Source: an optimization exercise on an open RTL-to-GDS flow (aim: small area and a short achievable clock period). Production flows keep margins and buffers that such runs may drop. No activity file was given, so power comes from the tool's default toggle rates.

== v6 ==
==> flow/design.v <==
module pfx_add #(
  parameter int W = 8
) (
  input  [W-1:0] a,
  input  [W-1:0] b,
  input          ci,
  output [W-1:0] sum,
  output         co
);
  logic [W-1:0] p, g, gg, pp;
  logic [W-1:0] c;    
  assign p = a ^ b;
  assign g = a & b;
  always_comb begin
    gg = g;
    pp = p;
    for (int l = 0; (1 << l) < W; l++) begin
      for (int i = W - 1; i >= 0; i--) begin
        if ((i >> l) & 1) begin
          gg[i] = gg[i] | (pp[i] & gg[((i >> l) << l) - 1]);
          pp[i] = pp[i] & pp[((i >> l) << l) - 1];
        end
      end
    end
  end
  assign c   = {gg[W-2:0] | (pp[W-2:0] & {(W-1){ci}}), ci};
  assign sum = p ^ c;
  assign co  = gg[W-1] | (pp[W-1] & ci);
endmodule
module pfx_cout #(
  parameter int W = 8
) (
  input  [W-1:0] a,
  input  [W-1:0] b,
  input          ci,
  output         co
);
  logic [W:0] g, p;
  always_comb begin
    g = {a & b, ci};
    p = {a ^ b, 1'b0};
    for (int s = 1; s <= W; s = s * 2) begin
      for (int i = 0; i + s <= W; i += 2 * s) begin
        if (i + s <= W) begin
          g[i] = g[i + s] | (p[i + s] & g[i]);
          p[i] = p[i + s] & p[i];
        end
      end
    end
  end
  assign co = g[0];
endmodule
module pfx_add2 #(
  parameter int W = 8
) (
  input  [W-1:0] a,
  input  [W-1:0] b,
  output [W-1:0] s0,
  output [W-1:0] s1,
  output         co0,
  output         co1
);
  logic [W-1:0] p, g, gg, pp;
  assign p = a ^ b;
  assign g = a & b;
  always_comb begin
    gg = g;
    pp = p;
    for (int l = 0; (1 << l) < W; l++) begin
      for (int i = W - 1; i >= 0; i--) begin
        if ((i >> l) & 1) begin
          gg[i] = gg[i] | (pp[i] & gg[((i >> l) << l) - 1]);
          pp[i] = pp[i] & pp[((i >> l) << l) - 1];
        end
      end
    end
  end
  assign s0  = p ^ {gg[W-2:0], 1'b0};
  assign s1  = p ^ {gg[W-2:0] | pp[W-2:0], 1'b1};
  assign co0 = gg[W-1];
  assign co1 = gg[W-1] | pp[W-1];
endmodule
module top_level (
  input         clk_i,
  input         addsub_i,
  input  [31:0] data_a_i,
                data_b_i,
  output [31:0] result_o
);
  logic [7:0]  ea, eb;
  logic [22:0] fa, fb;
  logic        co_ab, co_ba, co_f;
  logic [4:0]  sh_d;
  assign ea = data_a_i[30:23];
  assign eb = data_b_i[30:23];
  assign fa = data_a_i[22:0];
  assign fb = data_b_i[22:0];
  logic [7:0] dx, dy;    
  logic       big;
  pfx_add2 #(.W(8))  u_dexp (.a(ea), .b(~eb), .s0(dx), .s1(dy), .co0(co_ab), .co1(co_ba));
  pfx_cout #(.W(31)) u_flt  (.a(data_a_i[30:0]), .b(~data_b_i[30:0]), .ci(1'b1), .co(co_f));
  assign big    = co_f ? |dy[7:5] : ~&dx[7:5];
  assign sh_d   = co_f ? dy[4:0] : ~dx[4:0];
  logic        sa_q1, sb_q1, sw_q1, big_q1;
  logic [7:0]  he_q1;
  logic [22:0] fa_q1, fb_q1;
  logic [4:0]  sh_q1;
  always_ff @(posedge clk_i) begin
    sa_q1 <= data_a_i[31];
    sb_q1 <= data_b_i[31] ^ addsub_i;
    sw_q1 <= ~co_f;                
    he_q1 <= co_f ? ea : eb;       
    fa_q1 <= fa;
    fb_q1 <= fb;
    sh_q1 <= sh_d;
    big_q1 <= big;
  end
  logic [23:0] ly;
  logic [26:0] lv0, al;
  logic [22:0] smask;
  logic [31:0] thermo;
  logic        sticky, es;
  assign ly = sw_q1 ? {1'b1, fa_q1} : {1'b1, fb_q1};
  assign es = sa_q1 ^ sb_q1;
  logic [4:0] sh;
  assign sh  = sh_q1 | {5{big_q1}};
  assign lv0 = sh[0] ? {1'b0, ly, 2'b00} : {ly, 3'b000};
  assign al  = lv0 >> {sh[4:1], 1'b0};
  logic sat;
  assign sat    = sh >= 5'd25;
  assign thermo = 32'hFFFF_FFFF << sh;       
  assign smask  = {~thermo[24:3], ~thermo[2] & ~sat};
  assign sticky = |(ly[22:0] & smask);
  logic        hs_q2, es_q2;
  logic [7:0]  he_q2;
  logic [22:0] hf_q2;
  logic [26:0] lo_q2;
  always_ff @(posedge clk_i) begin
    hs_q2 <= sw_q1 ? sb_q1 : sa_q1;
    es_q2 <= es;
    he_q2 <= he_q1;
    hf_q2 <= sw_q1 ? fb_q1 : fa_q1;
    lo_q2 <= {al[26:2], al[1] | sat, sticky} ^ {27{es}};    
  end
  logic [26:0] opa;
  logic [27:0] sum;
  logic        add_co;
  logic [26:0] t, z, f;
  logic [4:0]  lz;
  logic [2:0]  inc;
  assign opa = {1'b1, hf_q2, 3'b000};
  pfx_add #(.W(27)) u_add (.a(opa), .b(lo_q2), .ci(es_q2),
                           .sum(sum[26:0]), .co(add_co));
  assign sum[27] = add_co ^ es_q2;
  assign t = ~(opa ^ lo_q2);
  assign z = ~(opa | lo_q2);
  assign f = t & ~{z[25:0], 1'b0};
  always_comb begin
    lz = 5'd0;
    for (int i = 2; i < 26; i++)
      if (f[i]) lz = 5'(27 - i);
  end
  assign inc[0] = sum[3] & (|sum[2:0] | sum[4]);
  assign inc[1] = sum[2] & (|sum[1:0] | sum[3]);
  assign inc[2] = sum[1] & (sum[0] | sum[2]);
  logic        hs_q3, c_q3;
  logic [7:0]  he_q3;
  logic [26:2] s_q3;
  logic [4:0]  lz_q3;
  logic [2:0]  inc_q3;
  always_ff @(posedge clk_i) begin
    hs_q3  <= hs_q2;
    he_q3  <= he_q2;
    c_q3   <= sum[27];
    s_q3   <= sum[26:2];
    lz_q3  <= lz;
    inc_q3 <= inc;
  end
  logic        far, finc;
  logic [1:0]  kf;
  logic [4:0]  k;
  logic [25:0] v;
  logic [50:0] vs;
  logic [7:0]  e;
  assign far = c_q3 | s_q3[26] | s_q3[25];
  assign kf  = c_q3 ? 2'd0 : (s_q3[26] ? 2'd1 : 2'd2);
  assign k   = far ? {3'd0, kf} : lz_q3;
  assign v   = {c_q3, s_q3[26:2]};
  logic [25:0] w;
  assign vs  = {25'd0, v} << {k[4:1], 1'b0};
  assign w   = (~far & (lz_q3 == 5'd0)) ? {1'b1, 25'd0} : vs[25:0];
  logic [7:0] ef, en;
  assign ef  = c_q3 ? he_q3 + 8'd1 : (s_q3[26] ? he_q3 : he_q3 - 8'd1);
  assign en  = he_q3 + 8'd1 - {3'd0, lz_q3};
  assign e   = far ? ef : en;    
  always_comb begin
    if (c_q3)          finc = inc_q3[0];
    else if (s_q3[26]) finc = inc_q3[1];
    else               finc = inc_q3[2];
  end
  logic        hs_q4, i_q4, k0_q4;
  logic [7:0]  e_q4;
  logic [25:0] w_q4;
  always_ff @(posedge clk_i) begin
    hs_q4 <= hs_q3;
    i_q4  <= far & finc;
    k0_q4 <= k[0];
    e_q4  <= e;
    w_q4  <= w;
  end
  logic [22:0] fr, fpre;
  logic        fall1;
  logic [7:0]  e_p1, e_m1;
  logic [30:0] res;
  logic [24:0] m_q4;
  assign m_q4 = k0_q4 ? w_q4[24:0] : w_q4[25:1];
  always_comb begin
    fpre = m_q4[23:1];
    for (int l = 0; (1 << l) < 23; l++)
      for (int i = 22; i >= 0; i--)
        if ((i >> l) & 1)
          fpre[i] = fpre[i] & fpre[((i >> l) << l) - 1];
  end
  assign fr    = m_q4[23:1] ^ ({fpre[21:0], 1'b1} & {23{i_q4}});
  assign fall1 = fpre[22] & i_q4;
  assign e_p1  = e_q4 + 8'd1;
  assign e_m1  = e_q4 - 8'd1;
  assign res = m_q4[24] ? {fall1 ? e_p1 : e_q4, fr}
                        : {e_m1, m_q4[22:0]};
  logic [31:0] res_q;
  always_ff @(posedge clk_i) res_q <= {hs_q4, res};
  assign result_o = res_q;
endmodule
Settings: LEC_CHECK=0, ABC_AREA=1, CAP_MARGIN=20, CORE_MARGIN=2, CORE_UTILIZATION=60, CTS_BUF_LIST=sky130_fd_sc_hd__clkbuf_8, SETUP_SLACK_MARGIN=3.35, SLEW_MARGIN=20; clock period 6.0 ns.
standard.sh (not shown) runs the stock make flow with config.mk's settings and CLKGATE_MAP_FILE= SYNTH_SCRIPT=/design/flow/synth_recipe.tcl, a recipe that flattens the netlist after the stock synthesis.
==> flow/flow/run.sh <==
#!/bin/bash



export BUFFER_PORTS_ARGS="-buffer_cell sky130_fd_sc_hd__buf_2"
bash standard.sh > standard.log 2>&1
v6: done, clean on timing, DRC and antenna
Input-level comparison between v7 and v6:
--- a/flow/design.v
+++ b/flow/design.v
@@ -90,7 +90,6 @@
   logic [7:0]  ea, eb;
   logic [22:0] fa, fb;
   logic        co_ab, co_ba, co_f;
-  logic [4:0]  sh_d;
   assign ea = data_a_i[30:23];
   assign eb = data_b_i[30:23];
   assign fa = data_a_i[22:0];
@@ -99,21 +98,23 @@
   logic       big;
   pfx_add2 #(.W(8))  u_dexp (.a(ea), .b(~eb), .s0(dx), .s1(dy), .co0(co_ab), .co1(co_ba));
   pfx_cout #(.W(31)) u_flt  (.a(data_a_i[30:0]), .b(~data_b_i[30:0]), .ci(1'b1), .co(co_f));
-  assign big    = co_f ? |dy[7:5] : ~&dx[7:5];
-  assign sh_d   = co_f ? dy[4:0] : ~dx[4:0];
-  logic        sa_q1, sb_q1, sw_q1, big_q1;
-  logic [7:0]  he_q1;
+  logic        sa_q1, sb_q1, sw_q1, sh0_q1, bab_q1, bba_q1;
+  logic [7:0]  ea_q1, eb_q1;
   logic [22:0] fa_q1, fb_q1;
-  logic [4:0]  sh_q1;
+  logic [4:1]  dab_q1, dba_q1;
   always_ff @(posedge clk_i) begin
     sa_q1 <= data_a_i[31];
     sb_q1 <= data_b_i[31] ^ addsub_i;
     sw_q1 <= ~co_f;                
-    he_q1 <= co_f ? ea : eb;       
+    ea_q1 <= ea;
+    eb_q1 <= eb;
     fa_q1 <= fa;
     fb_q1 <= fb;
-    sh_q1 <= sh_d;
-    big_q1 <= big;
+    sh0_q1 <= dy[0];               
+    dab_q1 <= dy[4:1];             
+    dba_q1 <= ~dx[4:1];            
+    bab_q1 <= |dy[7:5];            
+    bba_q1 <= ~&dx[7:5];           
   end
   logic [23:0] ly;
   logic [26:0] lv0, al;
@@ -123,7 +124,9 @@
   assign ly = sw_q1 ? {1'b1, fa_q1} : {1'b1, fb_q1};
   assign es = sa_q1 ^ sb_q1;
   logic [4:0] sh;
-  assign sh  = sh_q1 | {5{big_q1}};
+  logic       big;
+  assign big = sw_q1 ? bba_q1 : bab_q1;
+  assign sh  = {sw_q1 ? dba_q1 : dab_q1, sh0_q1} | {5{big}};
   assign lv0 = sh[0] ? {1'b0, ly, 2'b00} : {ly, 3'b000};
   assign al  = lv0 >> {sh[4:1], 1'b0};
   logic sat;
@@ -138,7 +141,7 @@
   always_ff @(posedge clk_i) begin
     hs_q2 <= sw_q1 ? sb_q1 : sa_q1;
     es_q2 <= es;
-    he_q2 <= he_q1;
+    he_q2 <= sw_q1 ? eb_q1 : ea_q1;    
     hf_q2 <= sw_q1 ? fb_q1 : fa_q1;
     lo_q2 <= {al[26:2], al[1] | sat, sticky} ^ {27{es}};    
   end
@@ -181,14 +184,14 @@
   logic [4:0]  k;
   logic [25:0] v;
   logic [50:0] vs;
+  logic [24:0] m;
   logic [7:0]  e;
   assign far = c_q3 | s_q3[26] | s_q3[25];
   assign kf  = c_q3 ? 2'd0 : (s_q3[26] ? 2'd1 : 2'd2);
   assign k   = far ? {3'd0, kf} : lz_q3;
   assign v   = {c_q3, s_q3[26:2]};
-  logic [25:0] w;
-  assign vs  = {25'd0, v} << {k[4:1], 1'b0};
-  assign w   = (~far & (lz_q3 == 5'd0)) ? {1'b1, 25'd0} : vs[25:0];
+  assign vs  = {25'd0, v} << k;
+  assign m   = (~far & (lz_q3 == 5'd0)) ? {1'b1, 24'd0} : vs[25:1];
   logic [7:0] ef, en;
   assign ef  = c_q3 ? he_q3 + 8'd1 : (s_q3[26] ? he_q3 : he_q3 - 8'd1);
   assign en  = he_q3 + 8'd1 - {3'd0, lz_q3};
@@ -198,22 +201,19 @@
     else if (s_q3[26]) finc = inc_q3[1];
     else               finc = inc_q3[2];
   end
-  logic        hs_q4, i_q4, k0_q4;
+  logic        hs_q4, i_q4;
   logic [7:0]  e_q4;
-  logic [25:0] w_q4;
+  logic [24:0] m_q4;
   always_ff @(posedge clk_i) begin
     hs_q4 <= hs_q3;
     i_q4  <= far & finc;
-    k0_q4 <= k[0];
     e_q4  <= e;
-    w_q4  <= w;
+    m_q4  <= m;
   end
   logic [22:0] fr, fpre;
   logic        fall1;
   logic [7:0]  e_p1, e_m1;
   logic [30:0] res;
-  logic [24:0] m_q4;
-  assign m_q4 = k0_q4 ? w_q4[24:0] : w_q4[25:1];
   always_comb begin
     fpre = m_q4[23:1];
     for (int l = 0; (1 << l) < 23; l++)
[summary]
- Diff v6 -> v7: core utilization of the finished layout has decreased, final critical path time including I/O delays and setup has decreased, met3 usage has increased, power density over cell area has decreased, transition time at the pin with the least slew margin has decreased.
- Total number of nets in the final design (lower): v7
- Per the comparison of v7 with v6, share of power burned in the clock network +1.2 points, number of maximum-capacitance constraint violations ~0 delta.
Function was not checked in any run of this note: the RTL went through the layout flow alone.

## port drivers added, routing unchanged
In the flow no input, the clock included, has a driving cell. The finished layouts below were timed again as built, in two steps.
Step 1 sets driving cells, clkbuf_16 on the clock port and buf_2 on the other inputs (assumed; they add their load-dependent delay and slew).
Step 2 times the ports against the registers' clock, not the clock port: input delays grow and output delays shrink by t, the midpoint of the rising clock arrivals with the driver on.
Slacks: ideal / step 1 / step 2; pairs: ideal / step 1.
run	t, ns	slack for setup (ns)	worst setup path at the end	clock arrival spread, ns
v6	0.575	3.224 / 3.234 / 2.659	input to register	0.025 / 0.026
v7	0.589	3.419 / 3.420 / 2.857	input to register	0.036 / 0.036
After both steps every run listed still meets setup and hold. The setup slack of v6, which loses most, moves by +0.010 ns with the drivers and by -0.565 ns with both steps.
